From an optimization exercise on the open Yosys and OpenROAD flow, aimed at small area and a short achievable clock period; shortcuts taken in it are not production practice.
In this exercise RTL edits were held to simulation tests only and were not proved equivalent to the original.

==> flow/design.v, too long to show whole: its modules and the start of the top module <==
// module mac: 2617 lines
// module mac_fa: 4 lines
// module mac_ha: 4 lines
module mac (
    input  logic               i_nrst,
    input  logic               i_clk,
    input  logic signed  [7:0] i_a0, i_a1, i_a2, i_a3, i_a4, i_a5, i_a6, i_a7,
    input  logic signed  [7:0] i_b0, i_b1, i_b2, i_b3, i_b4, i_b5, i_b6, i_b7,
    output logic signed [18:0] o_res
);
  // ...
==> flow/run.sh <==
#!/bin/bash
# synth_recipe.tcl (not shown) runs the flow's synth.tcl, then flattens the netlist and writes it again
# the make line also repeats each setting of config.mk as NAME=value (left out here)
make -C /OpenROAD-flow-scripts/flow DESIGN_CONFIG=/design/flow/config.mk WORK_HOME=/design/flow/orfs CLKGATE_MAP_FILE= SYNTH_SCRIPT=/design/flow/synth_recipe.tcl finish
==> flow/config.mk <==
export PLATFORM = sky130hd
export DESIGN_NAME = mac
export DESIGN_NICKNAME = mac
export VERILOG_FILES = /design/flow/design.v
export SDC_FILE = /design/flow/constraint.sdc
export NUM_CORES = 4
export LEC_CHECK = 0
export ABC_CLOCK_PERIOD_IN_PS = 1000
export CAP_MARGIN = 20
export CORE_MARGIN = 5
export CORE_UTILIZATION = 40
export SETUP_SLACK_MARGIN = 2.0
export SLEW_MARGIN = 20
export SYNTH_HIERARCHICAL = 1
export SYNTH_MINIMUM_KEEP_SIZE = 0
==> flow/constraint.sdc <==
create_clock -name core_clock -period 5.5 [get_ports {i_clk}]
set_input_delay 1.1000 -clock core_clock [delete_from_list [all_inputs] [get_ports {i_clk}]]
set_output_delay 1.1000 -clock core_clock [all_outputs]
set_load 0.01 [all_outputs]
==> results.yml, run 1 <==
run_status:
  status: "finished clean"
sta:
  setup_ws_ns: 1.76
  hold_viol_final: 0
  finalCritPeriodShare_pct: 67.9
  tightest_slew_ns: 0.656
cts:
  ctsHoldBuffers: 0
  cts_setup_buffers: 5
floorplan:
  core_um2: 45400
routing:
  dr.max_layer_used: "met4"
  wl_mm: 51.2
final_layout:
  antenna_cells: 0
  multi_input_area_share_pct: 62.0
  nFillCells: 4070
  largest_class: "multi-input combinational cells"
  clk_share_pct: 4.00
setup_path:
  cp-start-kind: "flop"
  reg2regPathDepth: 12
  startpoint: "r2[45]$_DFF_P_"
  endpoint_kind: "flop"
  path_cells: "fa_2 > fa_2 > fa_2 > fa_1 > inv_2 > ha_4 > ha_4 > a21oi_4 > o21ai_4 > a221oi_2 > xor2_1 > nor2_1"
  endpoint: "res[13]$_SDFF_PN0_"
  max_stage_delay_ns: 0.57
synthesis:
  synth_compound_area_share_pct: 1.77
  synth_edf_count: 0
  synth_area_per_cell_um2: 11.7
  synthArstFlopShare_pct: 0
  synth_top_area_share_pct: 52.1
  ys_ff_latch: 234
  synth_xor_area_share_pct: 0.382
  yosysMostFrequentCell: "fa_1"
  synth.largest_area_cell: "fa_1"
global_routing:
  gr-usage-met3_pct: 4.79
  grt_pass1_wl_mm: 80.0
  grt-ovfl-total: 0
  grt_busiest_layer: "met2"
  grt_max_degree: 15
worst_hold_path:
  hold_depth: 0
place:
  placed_area_um2: 20400
==> run 2: changes to the inputs <==
--- a/flow/config.mk
+++ b/flow/config.mk
@@ -9,7 +9,6 @@
 export CAP_MARGIN = 20
 export CORE_MARGIN = 5
 export CORE_UTILIZATION = 40
-export SETUP_SLACK_MARGIN = 2.0
 export SLEW_MARGIN = 20
 export SYNTH_HIERARCHICAL = 1
 export SYNTH_MINIMUM_KEEP_SIZE = 0
==> run 2 against run 1 <==
Net effect:
- sequential cell count did not move
- via count rose by 0.33%
- first-iteration DRC count fell by 4.7%
- area after synthesis did not move
- clock-buffer cell count rose by 1
- critical path type unchanged
- critical endpoint is now res[14]$_SDFF_PN0_
- highest routed layer unchanged
==> results.yml, run 2 <==
cts:
  cts_setup_buffers: 0
  tritoncts: "built"
  ctsResizeCount: 0
  cts_made_buffers: 27
  cts_max_level: 1
  ctsHoldBuffers: 0
  cts.sinks: 234
  cts-root-buf: "clkbuf_16"
  insertion_delay_ns: 0.54
  clk_pin_slew_ns: 0.06
  clock_path_buffers: 3
synthesis:
  yosysSeqAreaShare_pct: 25.5
  ys.flop_type: "dfxtp_1"
  synth_area_um2: 18400
  synthArstFlopShare_pct: 0
  yosys_warnings: 7
  synth_fp_nets: 2214
  synth_top_area_share_pct: 52.1
  syn_inst: 1566
  synth_area_per_cell_um2: 11.7
  ys_ff_latch: 234
  ys_types: 39
  synth.largest_area_cell: "fa_1"
  yosysMostFrequentCell: "fa_1"
  synth_edf_count: 0
  synth.area.top_cells: "fa_1, dfxtp_1, nand2_1"
  synth_common_cells: "fa_1, nand2_1, dfxtp_1"
floorplan:
  io_pins: 149
  die_width_um: 224
  rows: 78
  start_util_pct: 40.5
  die_area_um2: 50300
  die_h_um: 224
  core_um2: 45400
final_layout:
  fin_util_pct: 46.6
  drive_gt1_share_pct: 3.22
  syn2layout_area_growth_pct: 15.1
  reg_top3: "r2 x85, res x19"
  largest_reg_flops: 85
  antenna_cells: 0
  final_cell_mix: "fa_1, nand2_1, dfxtp_1, clkdlybuf4s50_1, and2_1"
  final_common_cell: "fa_1"
  layout.nets: 2276
  regMostFlops: "r2"
sta:
  fin_skew_ns: 0.0130
  tightest_slew_ns: 0.606
  rsz0062_at_grt: "no"
  hold_viol_final: 0
  final_max_slew_viol_count: 0
  max_freq_mhz: 235
  fin_crit_ns: 4.26
  tns_ns: 0
  setup_viol: 0
  slew_headroom_pct: 59.5
  finalCritPeriodShare_pct: 77.4
place:
  routabilityCongestion: 0.925
  dp_hpwl_mm: 44.8
  io_buffers: 148
worst_hold_path:
  hold_path.class: "reg -> reg"
  min_from: "nrst_d1$_DFF_P_"
routing:
  drtAntennaViolNets: 0
  first_pass_iters: 5
  drtIter0Drc: 629
  avgRoutedWirePerCell_um: 22.7
  wl_mm: 50.9
  drc_errors: 0
  vias_per_cell: 5.06
  num_vias: 11400
setup_path:
  startpoint: "r2[28]$_DFF_P_"
  cp_data_required_time_ns: 5.95
  r2r-start: "r2[28]$_DFF_P_"
  endpoint_kind: "flop"
  cp-start-kind: "flop"
  cp_max_fo: 5
  path_class: "reg -> reg"
  arrival_ns: 4.71
global_routing:
  grt_pass1_vias: 13300
  grt-ovfl-total: 0
  grt_max_degree: 15
  grt_pass1_wl_mm: 79.3
  antenna_found_initial: 0
  grt_usage_pct: 20.8
flow_run:
  cap_violations: 0
run_status:
  status: "finished clean"
==> run 2: cell type report <==
type	count	area, um^2
clock buffers	34	752
fillers	4086	24200
clock inverters	15	228
multi-input cells	1145	13000
well taps	600	751
repair buffers	148	1480
flip-flops and latches	234	4680
inverters	72	270
==> run 2: routing by layer <==
layer | vias to the layer above | global-route usage (%) | part of all wire [%]
met5 | - | 0 | 0
met4 | 0 | 4.85 | 2.4
met3 | 92 | 4.15 | 7.0
met2 | 407 | 36.4 | 50
met1 | 6072 | 26.9 | 40
li1 | 4796 | - | -
==> run 2: per-module statistics from Yosys, one instance, submodules excluded <==
| module | times used | cells inside |
|---|---|---|
| mac_fa | 478 | 1 |
| mac | 1 | 1048 |
| mac_ha | 8 | 5 |
==> run 2: cell families after synthesis <==
kind of cell | count (synthesis) | share of synthesized area (%)
compound gates | 48 | 1.77
xor+xnor | 8 | 0.382
fa+ha+maj | 518 | 54.8
buf+inv | 187 | 3.82
flops | 234 | 25.5
mux | 4 | 0.218
simple gates | 567 | 13.4
==> run 2: stage by stage <==
step,std cells,instance area (um^2),worst slack [ns],hold slack [ns]
2_1_floorplan,1566,18400,1.65,0.343
3_3_place_gp,2199,20200,1.34,0.353
3_5_place_dp,2199,20200,1.25,0.357
4_1_cts,2248,21100,1.21,0.371
5_1_grt,2248,21100,0.937,0.382
6_report,2248,21100,1.24,0.371
==> run 2: path summary, 6_finish.rpt <==
kind | end | slack [ns] | cells past startpoint
min | nrst_d2$_DFF_P_ | 0.37 | 0
max | res[14]$_SDFF_PN0_ | 1.24 | 12
min reg2reg | nrst_d2$_DFF_P_ | 0.37 | 0
max reg2reg | res[14]$_SDFF_PN0_ | 1.24 | 12
==> run 2: critical path, stage by stage, from the launching register on <==
cell	delay [ns]
dfxtp_1	0.33
fa_1	0.51
fa_1	0.44
fa_1	0.51
fa_1	0.51
inv_1	0.04
ha_1	0.28
ha_1	0.36
a21oi_1	0.34
nand2_1	0.08
o21ai_0	0.45
nand3_1	0.15
a21oi_1	0.17
==> run 3: changes to the inputs <==
--- a/flow/config.mk
+++ b/flow/config.mk
@@ -5,7 +5,6 @@
 export SDC_FILE = /design/flow/constraint.sdc
 export NUM_CORES = 4
 export LEC_CHECK = 0
-export ABC_CLOCK_PERIOD_IN_PS = 1000
 export CAP_MARGIN = 20
 export CORE_MARGIN = 5
 export CORE_UTILIZATION = 40
==> run 3 against run 2 <==
Net effect:
- still clean
- via count stayed put
- worst setup slack stayed put
- first-iteration DRC count stayed put
- global-route usage stayed put
- synthesized cell count stayed put
- sequential share of layout area stayed put
- sequential cell count stayed put
- maximum frequency stayed put
- area after synthesis stayed put
- critical path type unchanged
- largest cell class unchanged
==> results.yml, run 3 <==
final_layout:
  fin_util_pct: 46.6
  syn2layout_area_growth_pct: 15.1
  antenna_cells: 0
  final_cells: 2248
  largest_reg_flops: 85
  final_common_cell: "fa_1"
  regMostFlops: "r2"
  drive_gt1_share_pct: 3.22
  layout.nets: 2276
  reg_top3: "r2 x85, res x19"
  final_cell_mix: "fa_1, nand2_1, dfxtp_1, clkdlybuf4s50_1, and2_1"
routing:
  wl_met2_mm: 25.6
  wl_mm: 50.9
  avgRoutedWirePerCell_um: 22.7
  drc_errors: 0
  num_vias: 11400
  first_pass_iters: 5
  wl_met1_mm: 20.6
  dr.max_layer_used: "met4"
  wl_met3_mm: 3.55
  drtIter0Drc: 629
  drtAntennaViolNets: 0
  vias_per_cell: 5.06
cts:
  insertion_delay_ns: 0.54
  ctsResizeCount: 0
  cts_max_level: 1
  cts.sinks: 234
  cts_setup_buffers: 0
  clk_pin_slew_ns: 0.06
  cts-root-buf: "clkbuf_16"
  tritoncts: "built"
  cts_made_buffers: 27
  ctsHoldBuffers: 0
  clock_path_buffers: 3
sta:
  fin_skew_ns: 0.0130
  tns_ns: 0
  rsz0062_at_grt: "no"
  setup_viol: 0
  slew_headroom_pct: 59.5
  max_freq_mhz: 235
  final_max_slew_viol_count: 0
  tightest_slew_ns: 0.606
  holdWs_ns: 0.371
  fin_crit_ns: 4.26
  hold_viol_final: 0
  finalCritPeriodShare_pct: 77.4
flow_run:
  cap_violations: 0
synthesis:
  synth_area_um2: 18400
  ys_ff_latch: 234
  synth_edf_count: 0
  synth.area.top_cells: "fa_1, dfxtp_1, nand2_1"
  synth_area_per_cell_um2: 11.7
  synth.largest_area_cell: "fa_1"
  synth_top_area_share_pct: 52.1
  synthArstFlopShare_pct: 0
  synth_fp_nets: 2214
  yosys_warnings: 7
  ys.flop_type: "dfxtp_1"
  yosysSeqAreaShare_pct: 25.5
  synth_common_cells: "fa_1, nand2_1, dfxtp_1"
  syn_inst: 1566
  ys_types: 39
  yosysMostFrequentCell: "fa_1"
global_routing:
  grt_usage_pct: 20.8
  grt_max_degree: 15
  grt_pass1_wl_mm: 79.3
  antenna_found_initial: 0
  grt_pass1_vias: 13300
  grt-ovfl-total: 0
setup_path:
  r2r-start: "r2[28]$_DFF_P_"
  endpoint_kind: "flop"
  slowest_stage: "fa_1"
  critPathTopFamily: "adder cells"
  cp_data_required_time_ns: 5.95
  reg2regPathDepth: 12
  path_cells: "fa_1 > fa_1 > fa_1 > fa_1 > inv_1 > ha_1 > ha_1 > a21oi_1 > nand2_1 > o21ai_0 > nand3_1 > a21oi_1"
  worstReg2RegEnd: "res[14]$_SDFF_PN0_"
  critical_path_buf_inv_count: 1
  cp-start-kind: "flop"
  cp_max_fo: 5
  arrival_ns: 4.71
  max_stage_delay_ns: 0.51
  cp_common_cell: "fa_1"
  path_class: "reg -> reg"
  regToRegSetupSlack_ns: 1.24
place:
  dp_cells: 2199
  routabilityCongestion: 0.925
  io_buffers: 148
  dp_hpwl_mm: 44.8
worst_hold_path:
  hold_path.class: "reg -> reg"
  hold_depth: 0
  min_from: "nrst_d1$_DFF_P_"
  holdPathEnd: "nrst_d2$_DFF_P_"
floorplan:
  die_area_um2: 50300
  start_util_pct: 40.5
  io_pins: 149
  core_um2: 45400
  die_h_um: 224
  rows: 78
  die_width_um: 224
run_status:
  status: "finished clean"
run 3: cell counts in the layout (fill, tap and decap cells not counted):
Identical to the previous run, type by type.
run 3: area by class of cell:
| cell class | count | area [um^2] |
|---|---|---|
| Inverter | 72 | 270 |
| Timing Repair Buffer | 148 | 1480 |
| Tap cell | 600 | 751 |
| Sequential cell | 234 | 4680 |
| Clock inverter | 15 | 228 |
| Fill cell | 4086 | 24200 |
| Clock buffer | 34 | 752 |
| Multi-Input combinational cell | 1145 | 13000 |
run 3: per-layer routing:
| layer | vias to the layer above | global-route usage, % |
|---|---|---|
| li1 | 4796 | - |
| met1 | 6072 | 26.9 |
| met2 | 407 | 36.4 |
| met3 | 92 | 4.15 |
| met4 | 0 | 4.85 |
| met5 | - | 0 |
run 3: worst max path at each step:
stage                              start                 end  slack [ns]  cells after the start
final                     r2[28]$_DFF_P_  res[14]$_SDFF_PN0_        1.24                     12
after global routing      r2[28]$_DFF_P_  res[14]$_SDFF_PN0_        0.94                     12
after CTS                 r2[28]$_DFF_P_  res[14]$_SDFF_PN0_        1.21                     12
after detailed placement  r2[28]$_DFF_P_  res[18]$_SDFF_PN0_        1.25                     12
after global placement    r2[28]$_DFF_P_  res[18]$_SDFF_PN0_        1.34                     12
after floorplan           r2[60]$_DFF_P_  res[17]$_SDFF_PN0_        1.65                     13
run 3: cells by family (layout without fill, tap and decap cells):
| group | after synthesis | count (layout) | synth area share, % |
|---|---|---|---|
| xor gates and xnor gates | 8 | 8 | 0.382 |
| buffers and inverters | 187 | 269 | 3.82 |
| muxes | 4 | 4 | 0.218 |
| and+or+nand+nor | 567 | 567 | 13.4 |
| DFF | 234 | 234 | 25.5 |
| AOI/OAI and AO/OA | 48 | 48 | 1.77 |
| adders and majority gates | 518 | 518 | 54.8 |
run 3: per-module statistics from Yosys (local to each module, per instance):
| module | flip-flops and latches | cells | cell area [um^2] | copies in the design |
|---|---|---|---|---|
| mac | 234 | 1048 | 8570 | 1 |
| mac_ha | 0 | 5 | 27.5 | 8 |
| mac_fa | 0 | 1 | 20.0 | 478 |
run 3: per-stage QoR:
stage          worst slack, ns  area (um^2)
3_3_place_gp              1.34        20200
6_report                  1.24        21100
2_1_floorplan             1.65        18400
3_5_place_dp              1.25        20200
5_1_grt                  0.937        21100
4_1_cts                   1.21        21100

## afterwards: timing with drivers on the ports
The results above use ideal ports. As a check the final layouts listed here were re-extracted and re-timed, cells and wires unchanged. Step 1, drivers: a clkbuf_16 drives i_clk and a buf_2 each remaining input, both assumed. Step 2 adds t to the input delays and takes it off the output delays; t is the mean of the earliest and latest rising clock arrival at the registers after step 1. Input paths then give back, and output paths get back, about the clock's delay inside the block. a / b / c = ideal ports / drivers / drivers and shift; a / b = the first two.
run	shift t [ns]	slack for setup (ns)	worst register clock-pin slew, ns
run 1	0.613	1.763 / 1.763 / 1.763	0.07 / 0.07
run 2	0.586	1.244 / 1.244 / 1.244	0.07 / 0.07
run 3	0.586	1.244 / 1.244 / 1.244	0.07 / 0.07
After both steps setup and hold are still met in every run listed.
